Context: an optimization exercise on an open-source flow, tuned for small area. The choices shown serve that exercise and are no tape-out recipe. Where RTL was checked, it was by simulation tests only, not by an equivalence proof against the original.

== the previous run ==
Design cordic, start of the top module:
module cordic(angle, out1, clk);
  input signed [31:0] angle;
  input clk;
  output [15:0] out1;
  wire [15:0] a_hi = angle[31:16];
  wire [14:0] u_c = (a_hi[15] != a_hi[14]) ? {15{~a_hi[15]}} : {~a_hi[14], a_hi[13:0]};
  wire [15:0] x_1;
  wire signed [16:0] y_2;
  reg [15:0] x_1_t; reg signed [16:0] y_2_t;
  assign x_1 = x_1_t; assign y_2 = y_2_t;
  always @* case (u_c[14:9])
    6'd0: begin x_1_t = 16'd43266; y_2_t = -17'sd33652; end
    6'd1: begin x_1_t = 16'd42234; y_2_t = -17'sd32318; end
    6'd2: begin x_1_t = 16'd41245; y_2_t = -17'sd31012; end
    6'd3: begin x_1_t = 16'd40295; y_2_t = -17'sd29738; end
    6'd4: begin x_1_t = 16'd39382; y_2_t = -17'sd28487; end
    6'd5: begin x_1_t = 16'd38510; y_2_t = -17'sd27271; end
    6'd6: begin x_1_t = 16'd37677; y_2_t = -17'sd26079; end
    6'd7: begin x_1_t = 16'd36879; y_2_t = -17'sd24915; end
    6'd8: begin x_1_t = 16'd36093; y_2_t = -17'sd23733; end
  ...
export LEC_CHECK = 0
export CAP_MARGIN = 20
export CORE_MARGIN = 2
export CORE_UTILIZATION = 40
export CTS_BUF_LIST = sky130_fd_sc_hd__clkbuf_8 sky130_fd_sc_hd__clkbuf_16
export CTS_CLUSTER_DIAMETER = 80
export CTS_CLUSTER_SIZE = 24
export SLEW_MARGIN = 20
create_clock -name core_clock -period 5.5 [get_ports {clk}]
run.sh (not shown) runs the stock make flow with config.mk's settings and CLKGATE_MAP_FILE= SYNTH_SCRIPT=/design/flow/synth_recipe.tcl, a recipe that flattens the netlist after the stock synthesis.
The previous run completed; timing, DRC and antenna clean
Modified inputs, the current run compared to the previous run
diff --git a/flow/config.mk b/flow/config.mk
--- a/flow/config.mk
+++ b/flow/config.mk
@@ -11,3 +11,3 @@
-export CTS_BUF_LIST = sky130_fd_sc_hd__clkbuf_8 sky130_fd_sc_hd__clkbuf_16
-export CTS_CLUSTER_DIAMETER = 80
-export CTS_CLUSTER_SIZE = 24
+export CTS_BUF_LIST = sky130_fd_sc_hd__clkbuf_8
+export CTS_CLUSTER_DIAMETER = 45
+export CTS_CLUSTER_SIZE = 18
Per the comparison of the current run with the previous run, achievable frequency held steady, number of well taps held steady. The current run vs. the previous run: multi-input logic area comparable, worst setup slack -12 ps, count of inserted antenna diode cells climbed 1, layout overhead on the synthesized area has increased.

---

Starting RTL as in the previous note.
make LEC_CHECK=0 CAP_MARGIN=20 CORE_MARGIN=2 CORE_UTILIZATION=40 CTS_BUF_LIST=sky130_fd_sc_hd__clkbuf_8 CTS_CLUSTER_DIAMETER=60 CTS_CLUSTER_SIZE=20 SLEW_MARGIN=20 finish   # period 5.5 ns
The first run completed with no timing, DRC or antenna violations.
Rerun with:
Settings changed: CTS_BUF_LIST sky130_fd_sc_hd__clkbuf_8 to sky130_fd_sc_hd__clkbuf_4 sky130_fd_sc_hd__clkbuf_8, CTS_CLUSTER_DIAMETER 60 to 40, CTS_CLUSTER_SIZE 20 to 12.
Via count climbs by about 2%.
Fmax hardly moves.
Die area stays the same.
Critical path depth climbs by 5.
Non-clock buffer count climbs by 1.
Rerun with:
Settings changed: ABC_AREA set to 1, CTS_BUF_LIST sky130_fd_sc_hd__clkbuf_4 sky130_fd_sc_hd__clkbuf_8 to sky130_fd_sc_hd__clkbuf_16, CTS_CLUSTER_DIAMETER 40 to 100, CTS_CLUSTER_SIZE 12 to 30.
The new run produced a clean layout.
Setup slack degrades by 0.011 ns.
Design area falls by about 4%.
Final cell count rises by 4.2%.
Via count falls by 2.6%.

--- another note on this design; it stands on its own ---

==> run M: inputs <==
Design cordic, start of the top module:
module cordic(angle, out1, clk);
  input signed [31:0] angle;
  input clk;
  output [15:0] out1;
  wire [15:0] a_hi = angle[31:16];
  wire [14:0] u_c = (a_hi[15] != a_hi[14]) ? {15{~a_hi[15]}} : {~a_hi[14], a_hi[13:0]};
  wire [15:0] x_1;
  wire signed [16:0] y_2;
  reg [15:0] x_1_t; reg signed [16:0] y_2_t;
  assign x_1 = x_1_t; assign y_2 = y_2_t;
  always @* case (u_c[14:9])
    6'd0: begin x_1_t = 16'd43266; y_2_t = -17'sd33652; end
    6'd1: begin x_1_t = 16'd42234; y_2_t = -17'sd32318; end
    6'd2: begin x_1_t = 16'd41245; y_2_t = -17'sd31012; end
    6'd3: begin x_1_t = 16'd40295; y_2_t = -17'sd29738; end
    6'd4: begin x_1_t = 16'd39382; y_2_t = -17'sd28487; end
    6'd5: begin x_1_t = 16'd38510; y_2_t = -17'sd27271; end
    6'd6: begin x_1_t = 16'd37677; y_2_t = -17'sd26079; end
    6'd7: begin x_1_t = 16'd36879; y_2_t = -17'sd24915; end
    6'd8: begin x_1_t = 16'd36093; y_2_t = -17'sd23733; end
    6'd9: begin x_1_t = 16'd35367; y_2_t = -17'sd22617; end
    6'd10: begin x_1_t = 16'd34678; y_2_t = -17'sd21521; end
    6'd11: begin x_1_t = 16'd34022; y_2_t = -17'sd20449; end
    6'd12: begin x_1_t = 16'd33397; y_2_t = -17'sd19390; end
    6'd13: begin x_1_t = 16'd32807; y_2_t = -17'sd18356; end
    6'd14: begin x_1_t = 16'd32250; y_2_t = -17'sd17338; end
    6'd15: begin x_1_t = 16'd31722; y_2_t = -17'sd16340; end
    6'd16: begin x_1_t = 16'd31086; y_2_t = -17'sd15065; end
    6'd17: begin x_1_t = 16'd30630; y_2_t = -17'sd14101; end
    6'd18: begin x_1_t = 16'd30205; y_2_t = -17'sd13149; end
    6'd19: begin x_1_t = 16'd29807; y_2_t = -17'sd12213; end
    6'd20: begin x_1_t = 16'd29440; y_2_t = -17'sd11282; end
    6'd21: begin x_1_t = 16'd29100; y_2_t = -17'sd10368; end
    6'd22: begin x_1_t = 16'd28791; y_2_t = -17'sd9462; end
    6'd23: begin x_1_t = 16'd28509; y_2_t = -17'sd8568; end
    6'd24: begin x_1_t = 16'd28247; y_2_t = -17'sd7648; end
    6'd25: begin x_1_t = 16'd28021; y_2_t = -17'sd6770; end
    6'd26: begin x_1_t = 16'd27824; y_2_t = -17'sd5896; end
    6'd27: begin x_1_t = 16'd27652; y_2_t = -17'sd5030; end
    6'd28: begin x_1_t = 16'd27509; y_2_t = -17'sd4163; end
    6'd29: begin x_1_t = 16'd27391; y_2_t = -17'sd3307; end
  ...
export LEC_CHECK = 0
export CAP_MARGIN = 20
export CORE_MARGIN = 2
export CORE_UTILIZATION = 40
export SLEW_MARGIN = 20
create_clock -name core_clock -period 5.5 [get_ports {clk}]
run.sh (not shown) runs the stock make flow with config.mk's settings and CLKGATE_MAP_FILE= SYNTH_SCRIPT=/design/flow/synth_recipe.tcl, a recipe that flattens the netlist after the stock synthesis.
==> inputs of run H, as changes to run M <==
- CTS_BUF_LIST: unset -> sky130_fd_sc_hd__clkbuf_8
- CTS_CLUSTER_DIAMETER: unset -> 60
- CTS_CLUSTER_SIZE: unset -> 20
==> results.txt <==
metric	run M	run H
Total of clock buffers placed in the layout	107	56
Wire length per cell after detailed routing	15.1 um	15.1 um
Worst Clk Skew	29.7 ps	53.5 ps
Outcome	complete, no violations	complete, no violations
Fraction of area in clock buffers and inverters	7.39%	3.09%
Repair and plain buffers	138	137
CP bufs+invs	1	3
Via density	4.62	4.64
Clock slew seen by the registers of the worst setup and hold paths	60 ps	110 ps
Clock network latency to the later pin of the worst-skew pair	620 ps	700 ps
No run of this note included a check of the RTL's function; only the layout flow was run.

==> static timing again, ports no longer ideal <==
The flow's constraints put no driver on any port. The routed layouts listed below were extracted and timed again, unchanged, in two steps. Step 1, drivers: a clkbuf_16 drives clk and a buf_2 each remaining input, both assumed. Step 2, shift: input delay + t, output delay - t, t = (earliest + latest rising clock arrival at the registers) / 2. This alone moves slack from input paths to output paths. Three values: no drivers, after step 1, after step 2; two values: the first two.
run	t (ns)	slack for setup (ns)	latest minus earliest clock arrival (ns)	worst data-port slew with drivers (ns)
the previous run	0.630	0.198 / 0.198 / 0.198	0.026 / 0.026	0.04
the current run	0.734	0.186 / 0.186 / 0.186	0.059 / 0.059	0.04
the first run of note 2	0.719	0.212 / 0.212 / 0.212	0.064 / 0.064	0.04
the second run of note 2	0.736	0.204 / 0.204 / 0.204	0.053 / 0.053	0.04
the third run of note 2	0.679	0.193 / 0.193 / 0.193	0.042 / 0.042	0.04
run M	0.674	0.203 / 0.203 / 0.203	0.032 / 0.033	0.04
run H	0.736	0.165 / 0.165 / 0.165	0.062 / 0.063	0.04
After both steps setup and hold are still met in every run listed.
